Source: an optimization exercise on an open RTL-to-GDS flow (aim: small area, a short achievable clock period and few clock cycles). Production flows keep margins and buffers that such runs may drop.
RTL that was checked went through simulation tests only; none was proved equivalent to the original.

07-03:
==> module fft_controller, before the edit <==
module fft_controller (
    input              clk,
    input              rst_n,
    input              start,
    input              data_valid,
    input      [15:0]  data_in_real,
    input      [15:0]  data_in_imag,
    input      [5:0]   addr_in,
    input              rd_en,
    input      [5:0]   addr_out,
    input      [127:0] mem_rd,
    output reg         busy,
    output reg         done,
    output reg [3:0]   mem_we,
    output reg [15:0]  mem_wa,
    output reg [127:0] mem_wd,
    output reg [15:0]  mem_ra,
    output reg [15:0]  data_out_real,
    output reg [15:0]  data_out_imag
);
    localparam IDLE = 2'd0, LOAD = 2'd1, COMP = 2'd2, DONE = 2'd3;
    reg  [1:0]  state;
    reg  [6:0]  cnt;              
    reg  [6:0]  cnt1, cnt2;       
    reg         v1, v2;           
    reg         in_v;
    reg  [5:0]  in_a;             
    reg  [31:0] in_d;
    reg  [5:0]  ha;               
    reg  [31:0] rd_q [0:3];       
    function [5:0] bitrev6;
        input [5:0] x;
        bitrev6 = {x[0], x[1], x[2], x[3], x[4], x[5]};
    endfunction
    function [1:0] bank_of;
        input [5:0] x;
        bank_of = {x[5], ^x};
    endfunction
    function [5:0] slot_addr;
        input [6:0] sc;
        input [1:0] k;
        reg   [4:0] j;
        reg   [2:0] s;
        integer i;
        begin
            j = {k[1], sc[3:0]};
            s = sc[6:4];
            for (i = 0; i < 6; i = i + 1) begin
                if (i < s)
                    slot_addr[i] = j[i];
                else if (i == s)
                    slot_addr[i] = k[0];
                else
                    slot_addr[i] = j[i-1];
            end
        end
    endfunction
    function [4:0] tw_index;
        input [6:0] sc;
        input       u;
        reg   [4:0] j;
        begin
            j = {u, sc[3:0]};
            case (sc[6:4])
                3'd0: tw_index = 5'd0;
                3'd1: tw_index = {j[0], 4'b0};
                3'd2: tw_index = {j[1:0], 3'b0};
                3'd3: tw_index = {j[2:0], 2'b0};
                3'd4: tw_index = {j[3:0], 1'b0};
                default: tw_index = j;
            endcase
        end
    endfunction
    always @(posedge clk or negedge rst_n) begin
        if (!rst_n) begin
            state <= IDLE;
            busy  <= 1'b0;
            done  <= 1'b0;
            cnt   <= 7'd0;
            cnt1  <= 7'd0;
            cnt2  <= 7'd0;
            v1    <= 1'b0;
            v2    <= 1'b0;
            in_v  <= 1'b0;
        end else begin
            in_v <= (state == LOAD) && data_valid;
            v1   <= (state == COMP) && !(cnt[6] && cnt[5]);
            v2   <= v1;
            cnt1 <= cnt;
            cnt2 <= cnt1;
            case (state)
                IDLE, DONE: begin
                    if (start) begin
                        state <= LOAD;
                        busy  <= 1'b1;
                        done  <= 1'b0;
                    end
                end
                LOAD: begin
                    cnt <= 7'd0;
                    if (!data_valid)
                        state <= COMP;
                end
                default: begin  
                    cnt <= cnt + 7'd1;
                    if (cnt == 7'd96) begin
                        state <= DONE;
                        busy  <= 1'b0;
                        done  <= 1'b1;
                    end
                end
            endcase
        end
    end
    always @(posedge clk) begin
        in_a <= bitrev6(addr_in);
        in_d <= {data_in_real, data_in_imag};
        ha   <= addr_out;
    end
    reg [5:0] ra_slot [0:3];
    reg [1:0] rb_slot [0:3];
    integer k, b;
    always @(*) begin
        for (k = 0; k < 4; k = k + 1) begin
            ra_slot[k] = slot_addr(cnt, k[1:0]);
            rb_slot[k] = bank_of(ra_slot[k]);
        end
        if (state == DONE) begin
            rb_slot[0] = bank_of(ha);
            mem_ra = {4{ha[3:0]}};
        end else begin
            mem_ra = 16'd0;
            for (k = 0; k < 4; k = k + 1)
                for (b = 0; b < 4; b = b + 1)
                    if (rb_slot[k] == b)
                        mem_ra[4*b +: 4] = ra_slot[k][3:0];
        end
    end
    always @(posedge clk) begin
        for (k = 0; k < 4; k = k + 1)
            rd_q[k] <= mem_rd[32*rb_slot[k] +: 32];
        data_out_real <= rd_q[0][31:16];
        data_out_imag <= rd_q[0][15:0];
    end
    wire [23:0] d_wr0, d_wi0, d_nwi0, d_wr1, d_wi1, d_nwi1;
    wire [15:0] o_ar [0:1];
    wire [15:0] o_ai [0:1];
    wire [15:0] o_br [0:1];
    wire [15:0] o_bi [0:1];
    fft_twiddle_rom rom0 (.addr(tw_index(cnt, 1'b0)), .d_wr(d_wr0), .d_wi(d_wi0), .d_nwi(d_nwi0));
    fft_twiddle_rom rom1 (.addr(tw_index(cnt, 1'b1)), .d_wr(d_wr1), .d_wi(d_wi1), .d_nwi(d_nwi1));
    reg [23:0] q_wr0, q_wi0, q_nwi0, q_wr1, q_wi1, q_nwi1;
    always @(posedge clk) begin
        q_wr0 <= d_wr0; q_wi0 <= d_wi0; q_nwi0 <= d_nwi0;
        q_wr1 <= d_wr1; q_wi1 <= d_wi1; q_nwi1 <= d_nwi1;
    end
    fft_butterfly bf0 (
        .clk(clk),
        .ar(rd_q[0][31:16]), .ai(rd_q[0][15:0]), .br(rd_q[1][31:16]), .bi(rd_q[1][15:0]),
        .d_wr(q_wr0), .d_wi(q_wi0), .d_nwi(q_nwi0),
        .oar(o_ar[0]), .oai(o_ai[0]), .obr(o_br[0]), .obi(o_bi[0])
    );
    fft_butterfly bf1 (
        .clk(clk),
        .ar(rd_q[2][31:16]), .ai(rd_q[2][15:0]), .br(rd_q[3][31:16]), .bi(rd_q[3][15:0]),
        .d_wr(q_wr1), .d_wi(q_wi1), .d_nwi(q_nwi1),
        .oar(o_ar[1]), .oai(o_ai[1]), .obr(o_br[1]), .obi(o_bi[1])
    );
    reg [31:0] res   [0:3];
    reg [5:0]  wa_slot [0:3];
    always @(*) begin
        res[0] = {o_ar[0], o_ai[0]};
        res[1] = {o_br[0], o_bi[0]};
        res[2] = {o_ar[1], o_ai[1]};
        res[3] = {o_br[1], o_bi[1]};
        for (k = 0; k < 4; k = k + 1)
            wa_slot[k] = slot_addr(cnt2, k[1:0]);
        if (in_v) begin
            for (b = 0; b < 4; b = b + 1) begin
                mem_we[b] = (bank_of(in_a) == b);
                mem_wa[4*b +: 4] = in_a[3:0];
                mem_wd[32*b +: 32] = in_d;
            end
        end else begin
            mem_we = {4{v2}};
            mem_wa = 16'd0;
            mem_wd = 128'd0;
            for (k = 0; k < 4; k = k + 1)
                for (b = 0; b < 4; b = b + 1)
                    if (bank_of(wa_slot[k]) == b) begin
                        mem_wa[4*b +: 4] = wa_slot[k][3:0];
                        mem_wd[32*b +: 32] = res[k];
                    end
        end
    end
endmodule
clock: 11.0 ns
lec_check: 0
abc_clock_period_in_ps: 4000
cap_margin: 20
core_margin: 2
core_utilization: 40
place_density: 0.6
setup_slack_margin: 5
slew_margin: 20
run.sh (not shown) runs the stock make flow with config.mk's settings and CLKGATE_MAP_FILE= SYNTH_SCRIPT=/design/flow/synth_recipe.tcl, a recipe that flattens the netlist after the stock synthesis.
> inputs changed (07-03 -> 10-23)
diff --git a/flow/design.v b/flow/design.v
--- a/flow/design.v
+++ b/flow/design.v
@@ -1698,8 +1698,8 @@
     localparam IDLE = 2'd0, LOAD = 2'd1, COMP = 2'd2, DONE = 2'd3;
     reg  [1:0]  state;
     reg  [6:0]  cnt;              
-    reg  [6:0]  cnt1, cnt2;       
-    reg         v1, v2;           
+    reg  [6:0]  cnt1, cnt2, cnt3;  
+    reg         v1, v2, v3;       
     reg         in_v;
     reg  [5:0]  in_a;             
     reg  [31:0] in_d;
@@ -1756,15 +1756,19 @@
             cnt   <= 7'd0;
             cnt1  <= 7'd0;
             cnt2  <= 7'd0;
+            cnt3  <= 7'd0;
             v1    <= 1'b0;
             v2    <= 1'b0;
+            v3    <= 1'b0;
             in_v  <= 1'b0;
         end else begin
             in_v <= (state == LOAD) && data_valid;
             v1   <= (state == COMP) && !(cnt[6] && cnt[5]);
             v2   <= v1;
+            v3   <= v2;
             cnt1 <= cnt;
             cnt2 <= cnt1;
+            cnt3 <= cnt2;
             case (state)
                 IDLE, DONE: begin
                     if (start) begin
@@ -1780,7 +1784,7 @@
                 end
                 default: begin  
                     cnt <= cnt + 7'd1;
-                    if (cnt == 7'd96) begin
+                    if (cnt == 7'd97) begin
                         state <= DONE;
                         busy  <= 1'b0;
                         done  <= 1'b1;
@@ -1845,13 +1849,15 @@
     );
     reg [31:0] res   [0:3];
     reg [5:0]  wa_slot [0:3];
+    always @(posedge clk) begin
+        res[0] <= {o_ar[0], o_ai[0]};
+        res[1] <= {o_br[0], o_bi[0]};
+        res[2] <= {o_ar[1], o_ai[1]};
+        res[3] <= {o_br[1], o_bi[1]};
+    end
     always @(*) begin
-        res[0] = {o_ar[0], o_ai[0]};
-        res[1] = {o_br[0], o_bi[0]};
-        res[2] = {o_ar[1], o_ai[1]};
-        res[3] = {o_br[1], o_bi[1]};
         for (k = 0; k < 4; k = k + 1)
-            wa_slot[k] = slot_addr(cnt2, k[1:0]);
+            wa_slot[k] = slot_addr(cnt3, k[1:0]);
         if (in_v) begin
             for (b = 0; b < 4; b = b + 1) begin
                 mem_we[b] = (bank_of(in_a) == b);
@@ -1859,7 +1865,7 @@
                 mem_wd[32*b +: 32] = in_d;
             end
         end else begin
-            mem_we = {4{v2}};
+            mem_we = {4{v3}};
             mem_wa = 16'd0;
             mem_wd = 128'd0;
             for (k = 0; k < 4; k = k + 1)
Findings:
10-23: no failed stages, no open violations at the end
As of 10-23, synthesized cell count had fallen slightly compared to 07-03.
10-23 vs. 07-03: final area essentially unchanged, via count shows a reduction of 2.5%, sequential share of layout area went up by 1.4 points.
Compared to 07-03, 10-23 has met2 demand-to-capacity share in global routing 2.2 points lower.
10-23 leaves more setup margin than 07-03.
Hold slack (higher): 10-23
Distinct cell type count of the synthesized netlist grows by a little under 10% when moving from 07-03 to 10-23.
Testbench counts of 10-23, summed over its fixed seeds: cycles 7,336.
Only the layout flow was run in 07-03; the RTL was not checked for function there.

==> port drivers added, routing unchanged <==
The results above use ideal ports. As a check the final layouts listed here were re-extracted and re-timed, cells and wires unchanged. Step 1 sets driving cells, clkbuf_16 on the clock port and buf_2 on the other inputs (assumed; they add their load-dependent delay and slew). Step 2 moves the port delays by t, midway between the first and last clock arrival at a register: inputs arrive t later, outputs are due t later. That takes back most of the time a late clock gives input paths. a / b / c = ideal / step 1 / step 2; a / b = the first two.
run	t (ns)	setup slack, ns	worst slew at a driven data input, ns
07-03	1.042	4.983 / 4.983 / 4.983	0.07
10-23	1.067	5.147 / 5.147 / 5.147	0.06
After both steps every run listed still meets setup and hold.
